This design comes from an exercise in tuning for small area on the open sky130 flow, not from production work. Only simulation tests tie the RTL to the original design; equivalence was not proved. The flow treats the clock pin as an ideal source. Dropping or thinning the clock tree relies on that and would not hold on a real chip. No activity file was given, so power comes from the tool's default toggle rates.

job 9062:
// lcd_driver
module lcd_driver(line1, line2, clk, rst, lcd_rs, lcd_w, lcd_e, data);
  input  [127:0] line1;
  input  [127:0] line2;
  input  clk;
  input  rst;
  output lcd_rs, lcd_w, lcd_e;
  output [3:0] data;
  reg [8:0] tmr;
  reg [1:0] ph;
  reg [1:0] sec;
  reg [3:0] c;
  reg       h;
  reg [3:0] dreg;
  wire tick = tmr[0] & ~tmr[1] & tmr[2] & ~tmr[3] & ~tmr[4] & ~tmr[5] &
              ~tmr[6] & ~tmr[7] & tmr[8];
  wire clr  = rst | tick;
  wire done = (&sec) & (&c) & h;
  wire adv  = tick & ~ph[1] & ~ph[0] & ~done;     
  wire p1_n = ~ph[1] & ph[0];                      
  wire p0_n = ~ph[1] & (ph[0] | ~done);            
  wire       c15   = &c;
  wire       inc_c = adv & h & ~(c15 & ~sec[1] & sec[0]);
  wire       inc_s = adv & h & c15;
  wire       h_d   = rst | (h ^ adv);
  wire [3:0] c_inc = {c[3] ^ (inc_c & c[2] & c[1] & c[0]),
                      c[2] ^ (inc_c & c[1] & c[0]),
                      c[1] ^ (inc_c & c[0]),
                      c[0] ^ inc_c};
  wire [3:0] c_d   = rst ? 4'd8 : c_inc;
  wire [1:0] sec_d = rst ? 2'd0 : {sec[1] ^ (inc_s & sec[0]), sec[0] ^ inc_s};
  wire [4:0] k = {c_d, h_d};
  wire [7:0] rown_a, rown_b, coln;
  reg  [7:0] coln_r;
  integer q;
  always @* begin
    for (q = 0; q < 8; q = q + 1)
      coln_r[q] = ~(sec_d[0] & ({sec_d[1], k[4:3]} == q));
  end
  assign coln = coln_r;
  ...
For scale: about 22 flip-flops, about 270 I/O pins, about 2100 µm² of cells after synthesis.
==> module lcd_driver, before the edit <==
module lcd_driver(line1, line2, clk, rst, lcd_rs, lcd_w, lcd_e, data);
  input  [127:0] line1;
  input  [127:0] line2;
  input  clk;
  input  rst;
  output lcd_rs, lcd_w, lcd_e;
  output [3:0] data;
  reg [8:0] tmr;
  reg [1:0] ph;
  reg [1:0] sec;
  reg [3:0] c;
  reg       h;
  reg [3:0] dreg;
  wire tick = tmr[0] & ~tmr[1] & tmr[2] & ~tmr[3] & ~tmr[4] & ~tmr[5] &
              ~tmr[6] & ~tmr[7] & tmr[8];
  wire clr  = rst | tick;
  wire done = (&sec) & (&c) & h;
  wire adv  = tick & ~ph[1] & ~ph[0] & ~done;     
  wire p1_n = ~ph[1] & ph[0];                      
  wire p0_n = ~ph[1] & (ph[0] | ~done);            
  wire       c15   = &c;
  wire       inc_c = adv & h & ~(c15 & ~sec[1] & sec[0]);
  wire       inc_s = adv & h & c15;
  wire       h_d   = rst | (h ^ adv);
  wire [3:0] c_inc = {c[3] ^ (inc_c & c[2] & c[1] & c[0]),
                      c[2] ^ (inc_c & c[1] & c[0]),
                      c[1] ^ (inc_c & c[0]),
                      c[0] ^ inc_c};
  wire [3:0] c_d   = rst ? 4'd8 : c_inc;
  wire [1:0] sec_d = rst ? 2'd0 : {sec[1] ^ (inc_s & sec[0]), sec[0] ^ inc_s};
  wire [4:0] k = {c_d, h_d};
  wire [7:0] rown_a, rown_b, coln;
  reg  [7:0] coln_r;
  integer q;
  always @* begin
    for (q = 0; q < 8; q = q + 1)
      coln_r[q] = ~(sec_d[0] & ({sec_d[1], k[4:3]} == q));
  end
  assign coln = coln_r;
  lcd_rowdec u_rowdec_a (.k(k[2:0]), .kn(~k[2:0]), .rown(rown_a));
  lcd_rowdec u_rowdec_b (.k(k[2:0]), .kn(~k[2:0]), .rown(rown_b));
  wire [3:0] lnib;
  genvar gj, gc, gr;
  generate
    for (gj = 0; gj < 4; gj = gj + 1) begin : bit_g
      wire [7:0] y;
      for (gc = 0; gc < 8; gc = gc + 1) begin : col_g
        wire [7:0] d;
        for (gr = 0; gr < 8; gr = gr + 1) begin : row_g
          if (gc >= 4)
            assign d[gr] = line2[(31 - ((gc % 4) * 8 + gr)) * 4 + gj];
          else
            assign d[gr] = line1[(31 - ((gc % 4) * 8 + gr)) * 4 + gj];
        end
        lcd_and8 u_row (.sn(gj < 2 ? rown_a : rown_b), .d(d), .y(y[gc]));
      end
      lcd_and8 u_col (.sn(coln), .d(y), .y(lnib[gj]));
    end
  endgenerate
  wire x = sec_d[1];
  wire [2:0] cc = c_d[2:0];
  wire hh = h_d;
  wire [3:0] cnib;
  assign cnib[0] = (~cc[2] & ~cc[0] & ~hh) | (~cc[2] & ~cc[1] & cc[0]) |
                   (cc[2] & cc[1] & ~cc[0] & hh);
  assign cnib[1] = (~cc[2] & ~hh) | (cc[2] & ~cc[1] & ~cc[0] & hh) |
                   (~cc[2] & cc[1] & ~cc[0]) | (~cc[2] & ~cc[1] & cc[0]);
  assign cnib[2] = (x & ~hh) | (cc[2] & ~cc[1] & hh);
  assign cnib[3] = (cc[2] & ~cc[1] & cc[0] & hh) | (cc[2] & cc[1] & cc[0] & ~hh) |
                   (~cc[2] & cc[1] & cc[0] & hh);
  wire [3:0] nib = lnib & (cnib | {4{sec_d[0]}});
  always @(posedge clk) begin
    tmr  <= {~({8{clr}} | tmr[7:0]), ~clr & (tmr[3] ^ tmr[8])};
    if (rst)       ph <= 2'b10;
    else if (tick) ph <= {p1_n, p0_n};
    h    <= h_d;
    c    <= c_d;
    sec  <= sec_d;
    dreg <= nib;
  end
  assign lcd_rs = sec[0];
  assign lcd_w  = 1'b0;
  assign lcd_e  = ph[1] & ph[0];
  assign data   = dreg;
endmodule
==> module lcd_rowdec, before the edit <==
module lcd_rowdec(k, kn, rown);
  input  [2:0] k, kn;
  output [7:0] rown;
  genvar i;
  generate
    for (i = 0; i < 8; i = i + 1) begin : r_g
      assign rown[i] = ~((i & 1 ? k[0] : kn[0]) & (i & 2 ? k[1] : kn[1]) &
                         (i & 4 ? k[2] : kn[2]));
    end
  endgenerate
endmodule
Settings: LEC_CHECK=0, CAP_MARGIN=20, CORE_MARGIN=2, CORE_UTILIZATION=40, SLEW_MARGIN=20, SYNTH_HIERARCHICAL=1; clock period 10.0 ns.
standard.sh (not shown) runs the stock make flow with config.mk's settings and CLKGATE_MAP_FILE= SYNTH_SCRIPT=/design/flow/synth_recipe.tcl, a recipe that flattens the netlist after the stock synthesis.
==> flow/flow/run.sh <==
#!/bin/bash
# Standard ORFS layout (standard.sh), except:
#  - synthesis maps with an area-oriented ABC script (flow/synth.tcl);
#  - the port buffers use the smallest buffer cell, sky130_fd_sc_hd__buf_1;
#  - clock tree synthesis uses small clock buffers and no dummy loads.
set -euo pipefail
here=$(pwd)
export AREA_ABC_SCRIPT=$here/flow/abc_area.script
export BUFFER_PORTS_ARGS="-buffer_cell sky130_fd_sc_hd__buf_1"
export CTS_ARGS="-sink_clustering_enable -repair_clock_nets -dont_use_dummy_load -buf_list {sky130_fd_sc_hd__clkbuf_2 sky130_fd_sc_hd__clkbuf_4 sky130_fd_sc_hd__clkbuf_8}"
bash standard.sh SYNTH_SCRIPT=$here/flow/synth.tcl finish > orfs_make.log 2>&1
==> flow/flow/abc_area.script <==
strash
dc2
&get -n
&dch -f
&nf -a -p
&put
==> flow/flow/synth.tcl <==
# synth_recipe.tcl (the standard synthesis), with ABC mapping for area:
# the abc call of ORFS's synth.tcl uses flow/abc_area.script instead of its
# own script, and no delay target.
proc synth {args} { yosys synth -nofsm -noshare {*}$args }
proc abc {args} {
  set i [lsearch $args -script]
  set args [lreplace $args $i [expr {$i+1}] -script $::env(AREA_ABC_SCRIPT)]
  set j [lsearch $args -D]
  if {$j >= 0} { set args [lreplace $args $j [expr {$j+1}]] }
  yosys abc {*}$args
}
source $::env(SCRIPTS_DIR)/synth.tcl
# left out here: clear keep_hierarchy, flatten, clean up, hide names made inside functions, write 1_2_yosys.v
Input-level comparison between job 1690 and job 9062:
diff --git a/flow/design.v b/flow/design.v
--- a/flow/design.v
+++ b/flow/design.v
@@ -30,14 +30,12 @@
   wire [1:0] sec_d = rst ? 2'd0 : {sec[1] ^ (inc_s & sec[0]), sec[0] ^ inc_s};
   wire [4:0] k = {c_d, h_d};
-  wire [7:0] rown_a, rown_b, coln;
-  reg  [7:0] coln_r;
+  reg  [7:0] rown, coln;
   integer q;
   always @* begin
-    for (q = 0; q < 8; q = q + 1)
-      coln_r[q] = ~(sec_d[0] & ({sec_d[1], k[4:3]} == q));
+    for (q = 0; q < 8; q = q + 1) begin
+      rown[q] = ~(k[2:0] == q);
+      coln[q] = ~(sec_d[0] & ({sec_d[1], k[4:3]} == q));
+    end
   end
-  assign coln = coln_r;
-  lcd_rowdec u_rowdec_a (.k(k[2:0]), .kn(~k[2:0]), .rown(rown_a));
-  lcd_rowdec u_rowdec_b (.k(k[2:0]), .kn(~k[2:0]), .rown(rown_b));
   wire [3:0] lnib;
   genvar gj, gc, gr;
@@ -53,5 +51,5 @@
             assign d[gr] = line1[(31 - ((gc % 4) * 8 + gr)) * 4 + gj];
         end
-        lcd_and8 u_row (.sn(gj < 2 ? rown_a : rown_b), .d(d), .y(y[gc]));
+        lcd_and8 u_row (.sn(rown), .d(d), .y(y[gc]));
       end
       lcd_and8 u_col (.sn(coln), .d(y), .y(lnib[gj]));
@@ -105,13 +103,2 @@
   assign y = ~|a;
 endmodule
-module lcd_rowdec(k, kn, rown);
-  input  [2:0] k, kn;
-  output [7:0] rown;
-  genvar i;
-  generate
-    for (i = 0; i < 8; i = i + 1) begin : r_g
-      assign rown[i] = ~((i & 1 ? k[0] : kn[0]) & (i & 2 ? k[1] : kn[1]) &
-                         (i & 4 ? k[2] : kn[2]));
-    end
-  endgenerate
-endmodule
==> run summary <==
- Job 1690 completed end to end with timing, DRC and antenna clean.
- | worst hold slack | job 1690 vs job 9062 | worse |
- Lower data arrival at the endpoint of the critical path goes to job 1690 over job 9062.
- Relative to job 9062, via count has gone down in job 1690.
- Job 1690 vs. job 9062: largest net degree at the start of global routing increased 8; final non-filler cell area increased 2.1%.

* * *

Another version of the RTL of lcd_driver (not shown whole).
Size: ~290 cells after synthesis, ~22 flip-flops, ~2100 µm² of cells after synthesis.
==> module lcd_driver, before the edit <==
module lcd_driver(line1, line2, clk, rst, lcd_rs, lcd_w, lcd_e, data);
  input  [127:0] line1;
  input  [127:0] line2;
  input  clk;
  input  rst;
  output lcd_rs, lcd_w, lcd_e;
  output [3:0] data;
  reg [8:0] tmr;
  reg [1:0] ph;
  reg [1:0] sec;
  reg [3:0] c;
  reg       h;
  reg [3:0] dreg;
  wire tick = tmr[0] & ~tmr[1] & tmr[2] & ~tmr[3] & ~tmr[4] & ~tmr[5] &
              ~tmr[6] & ~tmr[7] & tmr[8];
  wire clr  = rst | tick;
  wire done = (&sec) & (&c) & h;
  wire adv  = tick & ~ph[1] & ~ph[0] & ~done;     
  wire p1_n = ~ph[1] & ph[0];                      
  wire p0_n = ~ph[1] & ~ph[0] & ~done;             
  wire       c15   = &c;
  wire       inc_c = adv & h & ~(c15 & ~sec[1] & sec[0]);
  wire       inc_s = adv & h & c15;
  wire       h_d   = rst | (h ^ adv);
  wire [3:0] c_inc = c + {3'b0, inc_c};
  wire [3:0] c_d   = rst ? 4'd8 : c_inc;
  wire [1:0] sec_d = rst ? 2'd0 : sec + {1'b0, inc_s};
  wire [4:0] k = {c_d, h_d};
  wire [7:0] rown_a, rown_b, coln;
  reg  [7:0] coln_r;
  integer q;
  always @* begin
    for (q = 0; q < 8; q = q + 1)
      coln_r[q] = ~(sec_d[0] & ({sec_d[1], k[4:3]} == q));
  end
  assign coln = coln_r;
  lcd_rowdec u_rowdec_a (.k(k[2:0]), .kn(~k[2:0]), .rown(rown_a));
  lcd_rowdec u_rowdec_b (.k(k[2:0]), .kn(~k[2:0]), .rown(rown_b));
  wire [3:0] nib, cmask;
  genvar gj, gc, gr;
  generate
    for (gj = 0; gj < 4; gj = gj + 1) begin : bit_g
      wire [7:0] y;
      for (gc = 0; gc < 8; gc = gc + 1) begin : col_g
        wire [7:0] d;
        for (gr = 0; gr < 8; gr = gr + 1) begin : row_g
          if (gc >= 4)
            assign d[gr] = line2[(31 - ((gc % 4) * 8 + gr)) * 4 + gj];
          else
            assign d[gr] = line1[(31 - ((gc % 4) * 8 + gr)) * 4 + gj];
        end
        lcd_and8 u_row (.sn(gj < 2 ? rown_a : rown_b), .d(d), .y(y[gc]));
      end
      lcd_and8g u_col (.sn(coln), .d(y), .g(cmask[gj]), .y(nib[gj]));
    end
  endgenerate
  wire x = sec_d[1];
  wire [2:0] cc = c_d[2:0];
  wire hh = h_d;
  wire [3:0] cnib;
  assign cnib[0] = (~cc[2] & ~cc[0] & ~hh) | (~cc[2] & ~cc[1] & cc[0]) |
                   (cc[2] & cc[1] & ~cc[0] & hh);
  assign cnib[1] = (~cc[2] & ~hh) | (cc[2] & ~cc[1] & ~cc[0] & hh) |
                   (~cc[2] & cc[1] & ~cc[0]) | (~cc[2] & ~cc[1] & cc[0]);
  assign cnib[2] = (x & ~hh) | (cc[2] & ~cc[1] & hh);
  assign cnib[3] = (cc[2] & ~cc[1] & cc[0] & hh) | (cc[2] & cc[1] & cc[0] & ~hh) |
                   (~cc[2] & cc[1] & cc[0] & hh);
  assign cmask = cnib | {4{sec_d[0]}};
  always @(posedge clk) begin
    tmr  <= {~({8{clr}} | tmr[7:0]), ~clr & (tmr[3] ^ tmr[8])};
    if (rst)       ph <= 2'b11;
    else if (tick) ph <= {p1_n, p0_n};
    h    <= h_d;
    c    <= c_d;
    sec  <= sec_d;
    dreg <= nib;
  end
  assign lcd_rs = sec[0];
  assign lcd_w  = 1'b0;
  assign lcd_e  = ph[1] & ~ph[0];
  assign data   = dreg;
endmodule
clock: 10.0 ns
lec_check: 0
cap_margin: 20
core_margin: 2
core_utilization: 30
gpl_timing_driven: 0
slew_margin: 20
synth_hierarchical: 1
==> flow/flow/run.sh <==
#!/bin/bash
# Standard ORFS layout (standard.sh), except:
#  - synthesis maps with several area-oriented ABC scripts and keeps the
#    smallest result (flow/synth.tcl, flow/abc_*.script);
#  - the port buffers use the smallest buffer cell, sky130_fd_sc_hd__buf_1;
#  - the clock tree is one sky130_fd_sc_hd__buf_12 driving every register
#    clock pin (flow/cts.tcl, run by ORFS's cts step in place of its
#    clock_tree_synthesis).
set -euo pipefail
here=$(pwd)
AREA_ABC_SCRIPTS=""
for s in $here/flow/abc_*.script; do AREA_ABC_SCRIPTS="$AREA_ABC_SCRIPTS $s"; done
export AREA_ABC_SCRIPTS
export BUFFER_PORTS_ARGS="-buffer_cell sky130_fd_sc_hd__buf_1"
export PRE_CTS_TCL=$here/flow/cts.tcl
export FLOW_CLOCK_PORT=clk FLOW_CLOCK_BUF=sky130_fd_sc_hd__buf_12 FLOW_CLOCK_NBUF=1
bash standard.sh SYNTH_SCRIPT=$here/flow/synth.tcl finish > orfs_make.log 2>&1
Other scripts of this flow, unchanged in this note and not shown: flow/flow/abc_P1.script, flow/flow/abc_P2.script, flow/flow/abc_P3.script, flow/flow/abc_P4.script, flow/flow/abc_P5.script, flow/flow/abc_P6.script, flow/flow/abc_P7.script, flow/flow/abc_P8.script, flow/flow/abc_Q1.script, flow/flow/abc_Q5.script, flow/flow/abc_Q7.script, flow/flow/cts.tcl, flow/flow/synth.tcl
Edit:
--- a/flow/design.v
+++ b/flow/design.v
@@ -14,13 +14,13 @@
   wire tick = tmr[0] & ~tmr[1] & tmr[2] & ~tmr[3] & ~tmr[4] & ~tmr[5] &
               ~tmr[6] & ~tmr[7] & tmr[8];
   wire clr  = rst | tick;
   wire done = (&sec) & (&c) & h;
   wire adv  = tick & ~ph[1] & ~ph[0] & ~done;     
   wire p1_n = ~ph[1] & ph[0];                      
-  wire p0_n = ~ph[1] & ~ph[0] & ~done;             
+  wire p0_n = ~ph[1] & (ph[0] | ~done);            
   wire       c15   = &c;
   wire       inc_c = adv & h & ~(c15 & ~sec[1] & sec[0]);
   wire       inc_s = adv & h & c15;
   wire       h_d   = rst | (h ^ adv);
   wire [3:0] c_inc = c + {3'b0, inc_c};
   wire [3:0] c_d   = rst ? 4'd8 : c_inc;
@@ -65,22 +65,22 @@
   assign cnib[2] = (x & ~hh) | (cc[2] & ~cc[1] & hh);
   assign cnib[3] = (cc[2] & ~cc[1] & cc[0] & hh) | (cc[2] & cc[1] & cc[0] & ~hh) |
                    (~cc[2] & cc[1] & cc[0] & hh);
   assign cmask = cnib | {4{sec_d[0]}};
   always @(posedge clk) begin
     tmr  <= {~({8{clr}} | tmr[7:0]), ~clr & (tmr[3] ^ tmr[8])};
-    if (rst)       ph <= 2'b11;
+    if (rst)       ph <= 2'b10;
     else if (tick) ph <= {p1_n, p0_n};
     h    <= h_d;
     c    <= c_d;
     sec  <= sec_d;
     dreg <= nib;
   end
   assign lcd_rs = sec[0];
   assign lcd_w  = 1'b0;
-  assign lcd_e  = ph[1] & ~ph[0];
+  assign lcd_e  = ph[1] & ph[0];
   assign data   = dreg;
 endmodule
 module lcd_and8(sn, d, y);
   input  [7:0] sn;
   input  [7:0] d;
   output y;
- worst hold slack is better by 0.0063 ns
- wire length went up by 3.1%
- total power rises by 0.97%
- global-route usage rose by 1.3 points
- sequential share of layout area is about the same
- register-to-register slack improved by 0.30 ns
- clock power goes up by about 4%
- maximum frequency increases by 2.4%
- cell count climbs by 1.6%
No run of this note takes its clock network from TritonCTS; it comes from the design's own scripts or RTL.

-- re-timing with driven ports --
How much do the figures lean on ideal ports? The routed layouts below were timed once more, with nothing changed but the port constraints.
Step 1 (the two cells are an assumption about what drives the block):
set clk [get_ports {clk}]
set_driving_cell -lib_cell sky130_fd_sc_hd__clkbuf_16 $clk
set_driving_cell -lib_cell sky130_fd_sc_hd__buf_2 [delete_from_list [all_inputs] $clk]
Step 2, shift: input delay + t, output delay - t, t = (earliest + latest rising clock arrival at the registers) / 2. This alone moves slack from input paths to output paths.
Three values: ideal ports, drivers, drivers and shift; two values: the first two.
run	shift t [ns]	setup slack, ns	slew at the worst register clock pin (ns)	worst slew at a driven data input, ns	cell pins on the clock port's net
job 9062	0.294	4.965 / 4.967 / 4.673	0.08 / 0.08	0.08	1
job 1690	0.288	5.170 / 5.170 / 5.069	0.08 / 0.08	0.09	1
the first run of note 2	0.148	4.703 / 4.710 / 4.562	0.08 / 0.08	0.09	1
the second run of note 2	0.153	4.826 / 4.834 / 4.681	0.09 / 0.09	0.09	1
After both steps setup and hold are still met in every run listed. For job 9062, which loses most, drivers alone change the setup slack by +0.002 ns; drivers and shift together by -0.292 ns.
